From an optimization exercise on the open Yosys and OpenROAD flow, aimed at small area, a short achievable clock period and few clock cycles; shortcuts taken in it are not production practice.
RTL that was checked went through simulation tests only; none was proved equivalent to the original.
Power and IR drop assume default switching activity.

==> flow/design.v (excerpt) <==
module rle (
    clk,
    nreset,
    start,
    message_addr,
    message_size,
    rle_addr,
    rle_size,
    done,
    port_A_data_in,
    port_A_data_out,
    port_A_addr,
    port_A_we
    );
make LEC_CHECK=0 CAP_MARGIN=20 CORE_MARGIN=2 CORE_UTILIZATION=40 SETUP_SLACK_MARGIN=1.5 SLEW_MARGIN=20 finish   # period 4.5 ns
run.sh (not shown) runs the stock make flow with config.mk's settings and CLKGATE_MAP_FILE= SYNTH_SCRIPT=/design/flow/synth_recipe.tcl, a recipe that flattens the netlist after the stock synthesis.
Testbench counts at the start, summed over its fixed seeds: cycles 6,590.
Then changed:
==> flow/flow/run.sh (new file) <==
#!/bin/bash
# Standard layout, with plain buf_1 cells as the port buffers.
export BUFFER_PORTS_ARGS="-buffer_cell sky130_fd_sc_hd__buf_1"
bash standard.sh > standard.log 2>&1
==> flow/standard.sh (new file) <==
#!/bin/bash
# synth_recipe.tcl (not shown) runs the flow's synth.tcl, then flattens the netlist and writes it again
# the make line also repeats each setting of config.mk as NAME=value (left out here)
make -C /OpenROAD-flow-scripts/flow DESIGN_CONFIG=/design/flow/config.mk WORK_HOME=/design/flow/orfs CLKGATE_MAP_FILE= SYNTH_SCRIPT=/design/flow/synth_recipe.tcl "${@:-finish}"
SETUP_SLACK_MARGIN = not set   (was 1.5)
removed: flow/run.sh
Die area does not change.
Critical path depth came out higher by 4.
Setup slack loses 600 ps.
First-iteration DRC count came out lower by about a fifth.
Total power fell by roughly a tenth.
Clock skew went up by 9.1 ps.
Flip-flop and latch count is unchanged.


rle, a different RTL version from the one above (not shown whole).
Size: about 950 cells after synthesis, about 150 flip-flops, roughly 210 I/O pins.
==> flow/config.mk <==
export PLATFORM = sky130hd
export DESIGN_NAME = rle
export DESIGN_NICKNAME = rle
export VERILOG_FILES = /design/flow/design.v
export SDC_FILE = /design/flow/constraint.sdc
export NUM_CORES = 4
export LEC_CHECK = 0
export CAP_MARGIN = 20
export CORE_MARGIN = 2
export CORE_UTILIZATION = 40
export SETUP_SLACK_MARGIN = 2.0
export SLEW_MARGIN = 20
==> flow/constraint.sdc <==
create_clock -name core_clock -period 4.5 [get_ports {clk}]
set_input_delay 0.9000 -clock core_clock [delete_from_list [all_inputs] [get_ports {clk}]]
set_output_delay 0.9000 -clock core_clock [all_outputs]
set_load 0.01 [all_outputs]
standard.sh (not shown) runs the stock make flow with config.mk's settings and CLKGATE_MAP_FILE= SYNTH_SCRIPT=/design/flow/synth_recipe.tcl, a recipe that flattens the netlist after the stock synthesis.
==> flow/flow/run.sh <==
#!/bin/bash
# Standard layout, with plain buf_1 cells as the port buffers and a clock
# tree of smaller buffers without dummy loads.
export BUFFER_PORTS_ARGS="-buffer_cell sky130_fd_sc_hd__buf_1"
export CTS_ARGS="-sink_clustering_enable -repair_clock_nets -buf_list {sky130_fd_sc_hd__clkbuf_4 sky130_fd_sc_hd__clkbuf_8} -dont_use_dummy_load"
bash standard.sh > standard.log 2>&1
Testbench counts at the start, summed over its fixed seeds: cycles 6,590.
Change:
Settings changed: SETUP_SLACK_MARGIN 2.0 to 1.0.
Result:
- The changed run completed with no timing, DRC or antenna violations
- hold slack improved by 0.0062 ns
- setup slack got worse by 0.34 ns
- combinational power falls by 36%
- global-route usage falls by 1.8 points
- sequential share of layout area rises by 7.0 points
- maximum frequency falls by 10%


== alpha ==
The RTL this note starts from:
==> flow/design.v <==
module rle (
    clk,
    nreset,
    start,
    message_addr,
    message_size,
    rle_addr,
    rle_size,
    done,
    port_A_data_in,
    port_A_data_out,
    port_A_addr,
    port_A_we
    );
input   clk;
input   nreset;
input   start;
input   [31:0] message_addr;
input   [31:0] message_size;
input   [31:0] rle_addr;
input   [31:0] port_A_data_out;
output reg [31:0] port_A_data_in;
output  [15:0] port_A_addr;
output reg port_A_we;
output  [31:0] rle_size;
output  done;
reg        busy;        
reg        rnew;        
reg        dv;          
reg        dlast;       
reg [31:0] q;           
reg [3:0]  qe;          
reg        q_v;         
reg        qlast;       
reg        fl;          
reg [13:0] rleft;       
reg [1:0]  lastidx;     
reg [13:0] raddr;
reg [13:0] waddr;
reg [7:0]  v;           
reg [7:0]  c;           
reg        have;        
reg [7:0]  rem_b;       
reg [7:0]  rem_rv;      
reg        rem_rc2;     
reg        rem_v;
reg        rem_2;       
reg        rem_b1;      
reg [15:0] pend;        
reg        pend_v;
reg [13:0] rsw;         
reg        odd;         
assign done = ~busy;
assign rle_size = {16'd0, rsw, odd, 1'b0};
wire [13:0] aword = port_A_we ? waddr : raddr;
assign port_A_addr = {aword, 2'b00};
wire [13:0] anext = aword + 14'd1;      
wire [31:0] x = port_A_data_out;
wire        cap = dv & ~(q_v & rem_v);
always @(posedge clk) begin
    if (cap) begin
        q <= x;
        qe <= {x[31:24] == x[23:16], x[23:16] == x[15:8],
               x[15:8] == x[7:0], x[7:0] == q[31:24]};
        qlast <= dlast;
    end
end
wire [31:0] d = q;
wire        dact = q_v & ~rem_v;             
wire        flush = fl & ~rem_v;             
wire        act = rem_v | q_v | fl;
wire [1:0]  dlst = qlast ? lastidx : 2'd3;
wire eq0 = qe[0];
wire eq1 = qe[1];
wire eq2 = qe[2];
wire eq3 = qe[3];
wire c255 = (c == 8'd255);
wire c254 = (c == 8'd254);
wire c253 = (c == 8'd253);
wire c252 = (c == 8'd252);
wire [3:0] dbnd;
assign dbnd[0] = have & (~eq0 | c255);
assign dbnd[1] = (dlst != 2'd0) & (~eq1 | (c254 & eq0));
assign dbnd[2] = dlst[1] & (~eq2 | (c253 & eq0 & eq1));
assign dbnd[3] = (dlst == 2'd3) & (~eq3 | (c252 & eq0 & eq1 & eq2));
wire [3:0] b = dbnd;
wire d_nb0 = ~|b;
wire d_ge2 = (b[0] & b[1]) | (b[0] & b[2]) | (b[0] & b[3]) |
             (b[1] & b[2]) | (b[1] & b[3]) | (b[2] & b[3]);
wire d_nb3 = (b[0] & b[1] & b[2]) | (b[0] & b[1] & b[3]) |
             (b[0] & b[2] & b[3]) | (b[1] & b[2] & b[3]);
wire d_three = b[0] & b[1] & b[2];           
wire [3:0] f1;
assign f1[0] = b[0];
assign f1[1] = b[1] & ~b[0];
assign f1[2] = b[2] & ~b[1] & ~b[0];
assign f1[3] = b[3] & ~b[2] & ~b[1] & ~b[0];
wire [7:0] c1 = c + 8'd1;
wire [7:0] c2 = c + 8'd2;
wire [7:0] c3 = c + 8'd3;
wire [7:0] veff = have ? v : d[7:0];         
wire [7:0] d_len1 = ({8{f1[0]}} & c) | ({8{f1[1]}} & c1) |
                    ({8{f1[2]}} & c2) | ({8{f1[3]}} & c3);
wire [7:0] d_val2 = ({8{f1[0]}} & d[7:0]) | ({8{f1[1]}} & d[15:8]) |
                    ({8{f1[2]}} & d[23:16]);
reg  [1:0] d_len2;      
always @(*) begin
    case (b[2:0])
    3'b101:  d_len2 = 2'd2;
    3'b001:  d_len2 = b[3] ? 2'd3 : 2'd1;
    3'b010:  d_len2 = b[3] ? 2'd2 : 2'd1;
    default: d_len2 = 2'd1;
    endcase
end
reg [7:0] vlast;
always @(*) begin
    case (dlst)
    2'd0: vlast = d[7:0];
    2'd1: vlast = d[15:8];
    2'd2: vlast = d[23:16];
    default: vlast = d[31:24];
    endcase
end
reg [2:0] d_cs;
always @(*) begin
    if (b[3])
        d_cs = 3'd1;
    else if (b[2])
        d_cs = {1'b0, dlst} - 3'd1;
    else if (b[1])
        d_cs = {1'b0, dlst};
    else
        d_cs = {1'b0, dlst} + 3'd1;
end
wire [7:0] clast = c + {6'd0, dlst} + 8'd1;
wire [7:0] d_c = d_nb0 ? clast : {5'd0, d_cs};
wire r_two = rem_v & rem_2 & rem_b1;
wire [15:0] p1 = dact ? {veff, d_len1} :
                 rem_v ? {rem_rv, 6'd0, rem_rc2, ~rem_rc2} : {v, c};
wire [15:0] p2 = dact ? {d_val2, 6'd0, d_len2} : {rem_b, 8'd1};
wire nb0 = dact ? d_nb0 : ~(rem_v | flush);
wire ge2 = dact ? d_ge2 : r_two;
wire nb1 = ~nb0 & ~ge2;
wire nb3 = dact & d_nb3;
wire [7:0] c_n = dact ? d_c : {6'd0, rem_2 & ~rem_b1, ~(rem_2 & ~rem_b1)};
wire        out = flush | ge2 | (~nb0 & pend_v);
wire [31:0] ow = pend_v ? {p1, pend} : {flush ? 16'd0 : p2, p1};
always @(posedge clk or negedge nreset) begin
    if (!nreset) begin
        busy <= 1'b0;
        rnew <= 1'b0;
        dv <= 1'b0;
        q_v <= 1'b0;
        rem_v <= 1'b0;
        fl <= 1'b0;
        port_A_we <= 1'b0;
    end else if (!busy) begin
        port_A_we <= 1'b0;
        rem_v <= 1'b0;
        dv <= 1'b0;
        q_v <= 1'b0;
        fl <= 1'b0;
        busy <= start;
        rnew <= start;
    end else begin
        port_A_we <= out;
        rnew <= ~out & (rnew ? (rleft != 14'd1) : (rleft != 14'd0));
        dv <= rnew | (dv & ~cap);
        q_v <= cap | (q_v & rem_v);
        rem_v <= dact & nb3;
        fl <= fl | (dact & qlast);
        if (flush)
            busy <= 1'b0;
    end
end
always @(posedge clk) begin
    rem_b <= d[23:16];
    rem_rv <= d_three ? d[15:8] : d[23:16];
    rem_rc2 <= ~(d_three | b[2]);
    rem_2 <= d_three & (dlst == 2'd3);
    rem_b1 <= dbnd[3];
    port_A_data_in <= ow;
end
always @(posedge clk) begin
    if (!busy) begin
        raddr <= message_addr[15:2];
        waddr <= rle_addr[15:2];
        rleft <= message_size[15:2] + {13'd0, message_size[1:0] != 2'd0};
        lastidx <= message_size[1:0] - 2'd1;
        c <= 8'd0;
        have <= 1'b0;
        pend_v <= 1'b0;
        if (start) begin
            rsw <= 14'd0;
            odd <= 1'b0;
        end
    end else begin
        if (rnew) begin
            raddr <= anext;
            rleft <= rleft - 14'd1;
            dlast <= (rleft == 14'd1);
        end
        if (port_A_we)
            waddr <= anext;
        if (act) begin
            have <= 1'b1;
            if (dact)
                v <= vlast;
            c <= c_n;
        end
        if (act & ~nb0)
            pend <= pend_v ? p2 : p1;
        pend_v <= pend_v ^ (act & nb1);
        rsw <= rsw + {13'd0, port_A_we} + {13'd0, flush & pend_v};
        if (flush)
            odd <= ~pend_v;
    end
end
endmodule
clock: 4.5 ns
lec_check: 0
cap_margin: 20
core_margin: 2
core_utilization: 60
setup_slack_margin: 2.4
slew_margin: 20
Scripts as last shown in full above: flow/flow/run.sh
alpha has completed all stages; timing, DRC and antenna checks passed.
For beta, these inputs were changed with respect to alpha:
- SETUP_SLACK_MARGIN changed from 2.4 to 1.6
==> comparison <==
- Final non-filler cell area (lower): beta
- Cmp beta and alpha / overall via count from detail_route / lower: beta
- The global-route wire length before repair number comes out lower for beta vs alpha.
- Of the two values seen for dominant kind of cell, flip-flops and latches was produced by beta and multi-input gates by alpha.
- Taking alpha as the reference, in beta buffers plus inverters on the worst setup path lower, leakage power lower.
- Against alpha, beta comes in 340 um2 lower on post-detailed-placement cell area.
The inputs of gamma differ from those of beta as listed below.
- swapping 1.6 for 2.0 in SETUP_SLACK_MARGIN
Met1 track utilization from global routing: gamma lower than beta. beta completed end to end with timing, DRC and antenna clean. gamma | stages: all done | timing, DRC, antenna: all pass. For the maximum frequency from static timing analysis, gamma came in about 9% higher than beta did. beta -> gamma: hold slack flat. gamma against beta: via count went up by 285; combinational group share of total power went up by 4.7 points; wire length on met3 went down by 6.0%; setup slack went up by 0.22 ns. When gamma is measured against beta, its cell depth of the worst flop-to-flop path turns out 2 higher. Changes observed in gamma relative to beta: gate count of the mapped netlist held; critical path depth went up by 2; final period demand of the worst path lost 0.22 ns.
No run of this note included a check of the RTL's function; only the layout flow was run.

## separate check: timing with driven ports
The results above use ideal ports. As a check the final layouts listed here were re-extracted and re-timed, cells and wires unchanged.
Step 1 sets driving cells, clkbuf_16 on the clock port and buf_2 on the other inputs (assumed; they add their load-dependent delay and slew).
Step 2, shift: input delay + t, output delay - t, t = (earliest + latest rising clock arrival at the registers) / 2. This alone moves slack from input paths to output paths.
a / b / c = ideal ports / drivers / drivers and shift; a / b = the first two.
| run | shift t [ns] | slack for setup (ns) | worst slew at a driven data input, ns | pins driven straight from the clock port |
|---|---|---|---|---|
| the first run of note 1 | 0.475 | 1.496 / 1.521 / 1.046 | 0.07 | 1 |
| the second run of note 1 | 0.464 | 0.900 / 0.900 / 0.505 | 0.06 | 1 |
| the first run of note 2 | 0.495 | 1.453 / 1.463 / 0.968 | 0.08 | 1 |
| the second run of note 2 | 0.479 | 1.114 / 1.134 / 0.655 | 0.06 | 1 |
| alpha | 0.499 | 1.948 / 1.936 / 1.948 | 0.06 | 1 |
| beta | 0.494 | 1.737 / 1.737 / 1.737 | 0.06 | 1 |
| gamma | 0.502 | 1.957 / 1.953 / 1.957 | 0.06 | 1 |
After both steps every run listed still meets setup and hold. For the first run of note 2, which loses most, drivers alone change the setup slack by +0.010 ns; drivers and shift together by -0.485 ns.
